Source: an optimization exercise on an open RTL-to-GDS flow (aim: small area, a short achievable clock period and few clock cycles). Production flows keep margins and buffers that such runs may drop.
At most, simulation tests tie the RTL to the original design; equivalence was not proved.
Power and IR drop assume default switching activity.

## the reference run
Design day02_core, start of the top module:
module day02_core #(
    parameter N_ADDR_BITS = 16
) (
    input  wire                 clk,
    input  wire                 rst,
    input  wire [7:0]           rom_data,
    input  wire                 rom_valid,
    output reg  [N_ADDR_BITS:0] rom_addr,
    output wire [63:0]          part1_result,
    output wire [63:0]          part2_result,
    output reg                  done
);
export LEC_CHECK = 0
export ABC_AREA = 1
export CAP_MARGIN = 20
export CORE_MARGIN = 2
export CORE_UTILIZATION = 65
export CTS_CLUSTER_DIAMETER = 100
export CTS_CLUSTER_SIZE = 20
export PLACE_DENSITY = 0.75
export SLEW_MARGIN = 20
create_clock -name core_clock -period 60.0 [get_ports {clk}]
standard.sh (not shown) runs the stock make flow with config.mk's settings and CLKGATE_MAP_FILE= SYNTH_SCRIPT=/design/flow/synth_recipe.tcl, a recipe that flattens the netlist after the stock synthesis.
==> flow/flow/run.sh <==
#!/bin/bash
# The standard layout (standard.sh), with two changes:
#  - after the standard synthesis, OpenROAD's restructure re-maps the logic
#    between the registers for area (flow/restructure.tcl), with a copy of the
#    platform library that leaves out its don't-use cells (flow/filter_lib.py);
#  - buf_2 cells as the port buffers.
# Each tool's output goes to its own log in this folder.
set -eo pipefail
export BUFFER_PORTS_ARGS="-buffer_cell sky130_fd_sc_hd__buf_2"
bash standard.sh synth > standard_synth.log 2>&1
export RESULTS=$PWD/orfs/results/sky130hd/day02_core/base
export LIB=$FLOW_HOME/platforms/sky130hd/lib/sky130_fd_sc_hd__tt_025C_1v80.lib
export LIB_RS=$PWD/restructure_lib.lib
python3 flow/filter_lib.py "$LIB" "$LIB_RS" '*__lpflow_*' '*__probe*' '*__fill_*' \
    '*__dlygate*' '*__dlymetal*' '*__clkdly*' > filter_lib.log 2>&1
mkdir -p restructure_work
export WORK=$PWD/restructure_work
openroad -no_init -exit flow/restructure.tcl > restructure.log 2>&1
bash standard.sh > standard.log 2>&1
==> flow/flow/filter_lib.py <==
#!/usr/bin/env python3
# Writes a copy of a liberty file without the cells whose names match the given
# glob patterns (the platform's don't-use cells), for restructure/ABC.
import sys, fnmatch
src, dst, pats = sys.argv[1], sys.argv[2], sys.argv[3:]
text = open(src).read()
out = []
pos = 0
while True:
    i = text.find('cell (', pos)
    if i < 0:
        out.append(text[pos:])
        break
    # start of the line holding the cell group
    ls = text.rfind('\n', 0, i) + 1
    name = text[i + 6:text.find(')', i)].strip().strip('"')
    j = text.find('{', i)
    depth, k = 1, j + 1
    while depth:
        c = text[k]
        if c == '{':
            depth += 1
        elif c == '}':
            depth -= 1
        k += 1
    out.append(text[pos:ls])
    if not any(fnmatch.fnmatch(name, p) for p in pats):
        out.append(text[ls:k])
    pos = k
open(dst, 'w').write(''.join(out))
==> flow/flow/restructure.tcl <==
# Area recovery on the synthesized netlist: OpenROAD's restructure re-maps the
# combinational logic between registers with ABC (the registers are untouched).
# ABC maps to $::env(LIB_RS), the platform library less its don't-use cells.
set results $::env(RESULTS)
read_db $results/1_synth.odb
read_liberty $::env(LIB)
read_sdc $results/1_synth.sdc
report_design_area
restructure -liberty_file $::env(LIB_RS) -target area \
    -tielo_port sky130_fd_sc_hd__conb_1/LO -tiehi_port sky130_fd_sc_hd__conb_1/HI \
    -work_dir $::env(WORK)
report_design_area
write_db $results/1_synth.odb
The reference run: flow completed, timing, DRC and antenna clean
Testbench counts of the reference run, summed over its fixed seeds: cycles 35,727.
Input-level comparison between the trial run and the reference run:
--- a/flow/design.v
+++ b/flow/design.v
@@ -161,15 +161,15 @@
     reg         ph;         
     reg  [3:0]  i;          
     reg  [3:0]  jr;         
     reg  [3:0]  pdq;        
     reg         kp1;        
     reg         kp21;       
     reg  [64:0] r;
-    reg  [30:0] pb;         
+    reg  [29:0] pb;         
     reg         bprev;      
     reg  [64:0] acc1;       
     reg  [64:0] accx;       
     assign part1_result = acc1[64:1];
     assign part2_result = accx[64:1];
     function [3:0] tlf;
         input [4:0] d;
@@ -284,15 +284,15 @@
     wire b1_on  = (bw1 != 3'b000) && (bw1 != 3'b111);
     wire b1_two = (bw1 == 3'b011) || (bw1 == 3'b100);
     wire b1_neg = bw1[2];
     wire [2:0] bw2 = pb[5:3];
     wire b2_on  = (bw2 != 3'b000) && (bw2 != 3'b111);
     wire b2_two = (bw2 == 3'b011) || (bw2 == 3'b100);
     wire b2_neg = bw2[2];
-    wire blast  = (pb[30:5] == 26'd0);         
+    wire blast  = (pb[29:5] == 25'd0);         
     wire p0     = busy && !ph && (t != 2'd3);
     wire p1     = busy && ph;
     wire kc     = busy && !ph && (t == 2'd3);  
     wire mrg    = eot && !busy && !qv && !done;
     wire fold1  = p1 && !b2_on && half_t && kp1;
     wire fold21 = p1 && !b2_on && !half_t && kp21;
     wire kc1    = kc && kp1;
@@ -307,47 +307,45 @@
     wire hold_a  = qa && in_b && pm && (!sep || dc == qd);
     wire cload   = qv && cready && !hold_a;   
     wire qfree   = !qv || cload;
     wire pair_tk = sep && pairok;
     wire take    = sep && (pairok || qfree);
     wire stall   = !hold && sep && !(pairok || qfree);
     wire [64:0] xv   = ph ? r : {8'd0, mval};
-    wire        first = (i == 4'd0);
     wire        kon  = fold1 || fold21 || kc;
     wire        uc   = p0 ? c_on  : (p1 && b1_on);
     wire        ucs  = p0 ? c_sh  : b1_two;
     wire        ucn  = p1 && (b1_neg ^ !sg);
     wire        ud   = p0 ? d_on  : (p1 && b0_on);
     wire        uds  = p0 ? d_sh  : b0_two;
     wire        udn  = p0 ? d_neg : (b0_neg ^ !sg);
-    wire [64:0] oa   = p0 ? (first ? 65'd0 : r << 3) : (to1 ? acc1 : accx);
+    wire [64:0] oa   = p0 ? r << 3 : (to1 ? acc1 : accx);
     wire [64:0] kv   = (fold1 || kc1) ? k1 : k21;
     wire        ub2  = p1 && b2_on;
     wire        ubn  = kon ? !cb : (ub2 && (b2_neg ^ !sg));
-    wire [64:0] ob   = p0 ? (first ? 65'd0 : r << 1) : ub2 ? (b2_two ? r << 5 : r << 4) :
+    wire [64:0] ob   = p0 ? r << 1 : ub2 ? (b2_two ? r << 5 : r << 4) :
                        kon ? kv : mrg ? acc1 : 65'd0;
     wire [64:0] oc   = uc ? (ucs ? xv << 3 : xv << 2) : 65'd0;
     wire [64:0] od   = ud ? (uds ? xv << 1 : xv) : 65'd0;
     wire        ncn  = uc && ucn;
     wire        ndn  = ud && udn;
     wire [64:0] sum;
     range_summer #(.W(65)) u_add (
         .a(oa), .b(ubn ? ~ob : ob), .c(ncn ? ~oc : oc), .d(ndn ? ~od : od),
         .ci0(ubn), .ci1(ncn), .ci2(ndn), .s(sum));
-    wire [30:0] pbm = first ? 31'd0 : pb;
-    wire [30:0] pbn;
-    range_summer #(.W(31)) u_pb (
-        .a(pbm << 3), .b(pbm << 1), .c({27'd0, pdq}), .d(31'd0),
+    wire [29:0] pbn;
+    range_summer #(.W(30)) u_pb (
+        .a(pb << 3), .b(pb << 1), .c({26'd0, pdq}), .d(30'd0),
         .ci0(1'b0), .ci1(1'b0), .ci2(1'b0), .s(pbn));
     integer li;
     always @(posedge clk) begin
         rst_q <= rst;
         hist  <= {hist[31:0], dig};
-        r     <= p1 ? (r << 6) : sum;
-        pb    <= p1 ? (pb >> 6) : (p0 && jl && cpair) ? 31'd2 : pbn;
+        r     <= p0 ? sum : (p1 && !blast) ? (r << 6) : 65'd0;
+        pb    <= p0 ? ((jl && cpair) ? 30'd2 : pbn) : (p1 && !blast) ? (pb >> 6) : 30'd0;
         bprev <= p1 && pb[5];
         if (rst) begin
             rom_addr <= 0;
         end else if (rst_q) begin
             rom_addr <= 1;
         end else if (!vq || (!eot && (is_dig || take))) begin
             rom_addr <= rom_addr + 1'b1;
--- outcome ---
- The trial run | stages: all done | timing, DRC, antenna: all pass
- Every stage of the flow completed for the reference run, and the final layout passed the timing, design-rule and antenna checks.
- Comparing the trial run and the reference run, final core utilization is lower on the trial run.
- Relative to the reference run, the trial run improves standby leakage power.
- In the trial run the relative slew slack turned out 5.4 points lower than in the reference run.
- Lower post-detailed-placement half-perimeter wirelength among the trial run and the reference run: the trial run
- Wire length went down by a few percent going from the reference run to the trial run.
- Taking the reference run as the reference, in the trial run share of the final layout cell area in sequential cells increased 0.49 points, smallest setup slack after layout increased by 0.023 ns relative to the old numbers, fill cell total of the finished layout went up, highest clock rate flat, number of hold buffers added after CTS about even.
- The delay contributed by the slowest stage of the critical path of the trial run and that of the reference run are within noise of each other.
- Layout cell share with drive strength beyond 1 across the trial run and the reference run: no real change.
- Flip-flop and latch count delta (the reference run -> the trial run): insignificant
- Compared with the reference run, the trial run ends up with less cell area.
Testbench counts of the trial run, summed over its fixed seeds: cycles 35,727.

Setup of run a:
day02_core again, from the RTL that the note above started with.
==> module range_summer, before the edit <==
module range_summer #(
    parameter W = 65
) (
    input  wire [W-1:0] a,
    input  wire [W-1:0] b,
    input  wire [W-1:0] c,
    input  wire [W-1:0] d,
    input  wire         ci0,
    input  wire         ci1,
    input  wire         ci2,
    output wire [W-1:0] s
);
    wire [W-1:0] s1 = a ^ b ^ c;
    wire [W-1:0] c1 = {(a[W-2:0] & b[W-2:0]) | (a[W-2:0] & c[W-2:0]) | (b[W-2:0] & c[W-2:0]), ci0};
    wire [W-1:0] s2 = s1 ^ c1 ^ d;
    wire [W-1:0] c2 = {(s1[W-2:0] & c1[W-2:0]) | (s1[W-2:0] & d[W-2:0]) | (c1[W-2:0] & d[W-2:0]), ci1};
    bk_add #(.W(W)) u_cpa (.a(s2), .b(c2), .ci(ci2), .s(s));
endmodule
==> flow/config.mk <==
export PLATFORM = sky130hd
export DESIGN_NAME = day02_core
export DESIGN_NICKNAME = day02_core
export VERILOG_FILES = /design/flow/design.v
export SDC_FILE = /design/flow/constraint.sdc
export NUM_CORES = 8
export LEC_CHECK = 0
export ABC_AREA = 1
export CAP_MARGIN = 20
export CORE_MARGIN = 2
export CORE_UTILIZATION = 40
export SLEW_MARGIN = 20
==> flow/constraint.sdc <==
create_clock -name core_clock -period 60.0 [get_ports {clk}]
set_input_delay 12.0000 -clock core_clock [delete_from_list [all_inputs] [get_ports {clk}]]
set_output_delay 12.0000 -clock core_clock [all_outputs]
set_load 0.01 [all_outputs]
Scripts as last shown in full above: flow/flow/run.sh, flow/flow/filter_lib.py, flow/flow/restructure.tcl
Run a: flow completed, timing, DRC and antenna clean
Testbench counts of run a, summed over its fixed seeds: cycles 35,727.
Relative to run a, the following input files were edited for run b:
diff --git a/flow/design.v b/flow/design.v
--- a/flow/design.v
+++ b/flow/design.v
@@ -83,11 +83,11 @@
 );
     wire [W-1:0] s1 = a ^ b ^ c;
     wire [W-1:0] c1 = {(a[W-2:0] & b[W-2:0]) | (a[W-2:0] & c[W-2:0]) | (b[W-2:0] & c[W-2:0]), ci0};
     wire [W-1:0] s2 = s1 ^ c1 ^ d;
     wire [W-1:0] c2 = {(s1[W-2:0] & c1[W-2:0]) | (s1[W-2:0] & d[W-2:0]) | (c1[W-2:0] & d[W-2:0]), ci1};
-    bk_add #(.W(W)) u_cpa (.a(s2), .b(c2), .ci(ci2), .s(s));
+    assign s = s2 + c2 + {{(W-1){1'b0}}, ci2};
 endmodule
 module bk_add #(
     parameter W = 65
 ) (
     input  wire [W-1:0] a,
Findings:
The final layout from run b, which completed every stage, passed the timing, design-rule and antenna checks at the end of the flow.
Sort run b and run a by sum of met3 wire segment lengths after detailed routing asc -> top: run a
On cell count: run b sits above run a.
Per the comparison of run b with run a, setup slack after layout fell by 0.024 ns, fmax stayed essentially flat, overall fraction of global-route tracks in use rose by 0.23 points, area taken by flip-flops and latches stayed essentially flat.
Comparing run b and run a, time the worst path needs with I/O delays and setup is higher on run b.
Per the comparison of run b with run a, count of clock-buffer cells in the layout +4.2%; signed area change from the synthesized netlist to the final layout -0.62 points; sequential share of layout area moved down; post-layout utilization of the core has decreased; routed wire length now sits higher.
The RTL of run b was laid out without a check of its function.

==> port drivers added, routing unchanged <==
How much do the figures lean on ideal ports? The routed layouts below were timed once more, with nothing changed but the port constraints.
Step 1: set_driving_cell puts a clkbuf_16 on clk and a buf_2 on each other input, an assumption about the parent block.
Step 2 adds t to the input delays and takes it off the output delays; t is the mean of the earliest and latest rising clock arrival at the registers after step 1. Input paths then give back, and output paths get back, about the clock's delay inside the block.
Three values: ideal, step 1, step 2; two values: the first two.
run	t, ns	slack for setup (ns)	worst data-port slew with drivers (ns)
the reference run	0.697	46.604 / 46.541 / 47.172	0.03
the trial run	0.696	46.627 / 46.565 / 47.182	0.03
run a	0.715	46.636 / 46.571 / 47.144	0.04
run b	0.737	46.612 / 46.543 / 46.972	0.05
After both steps every run listed still meets setup and hold.
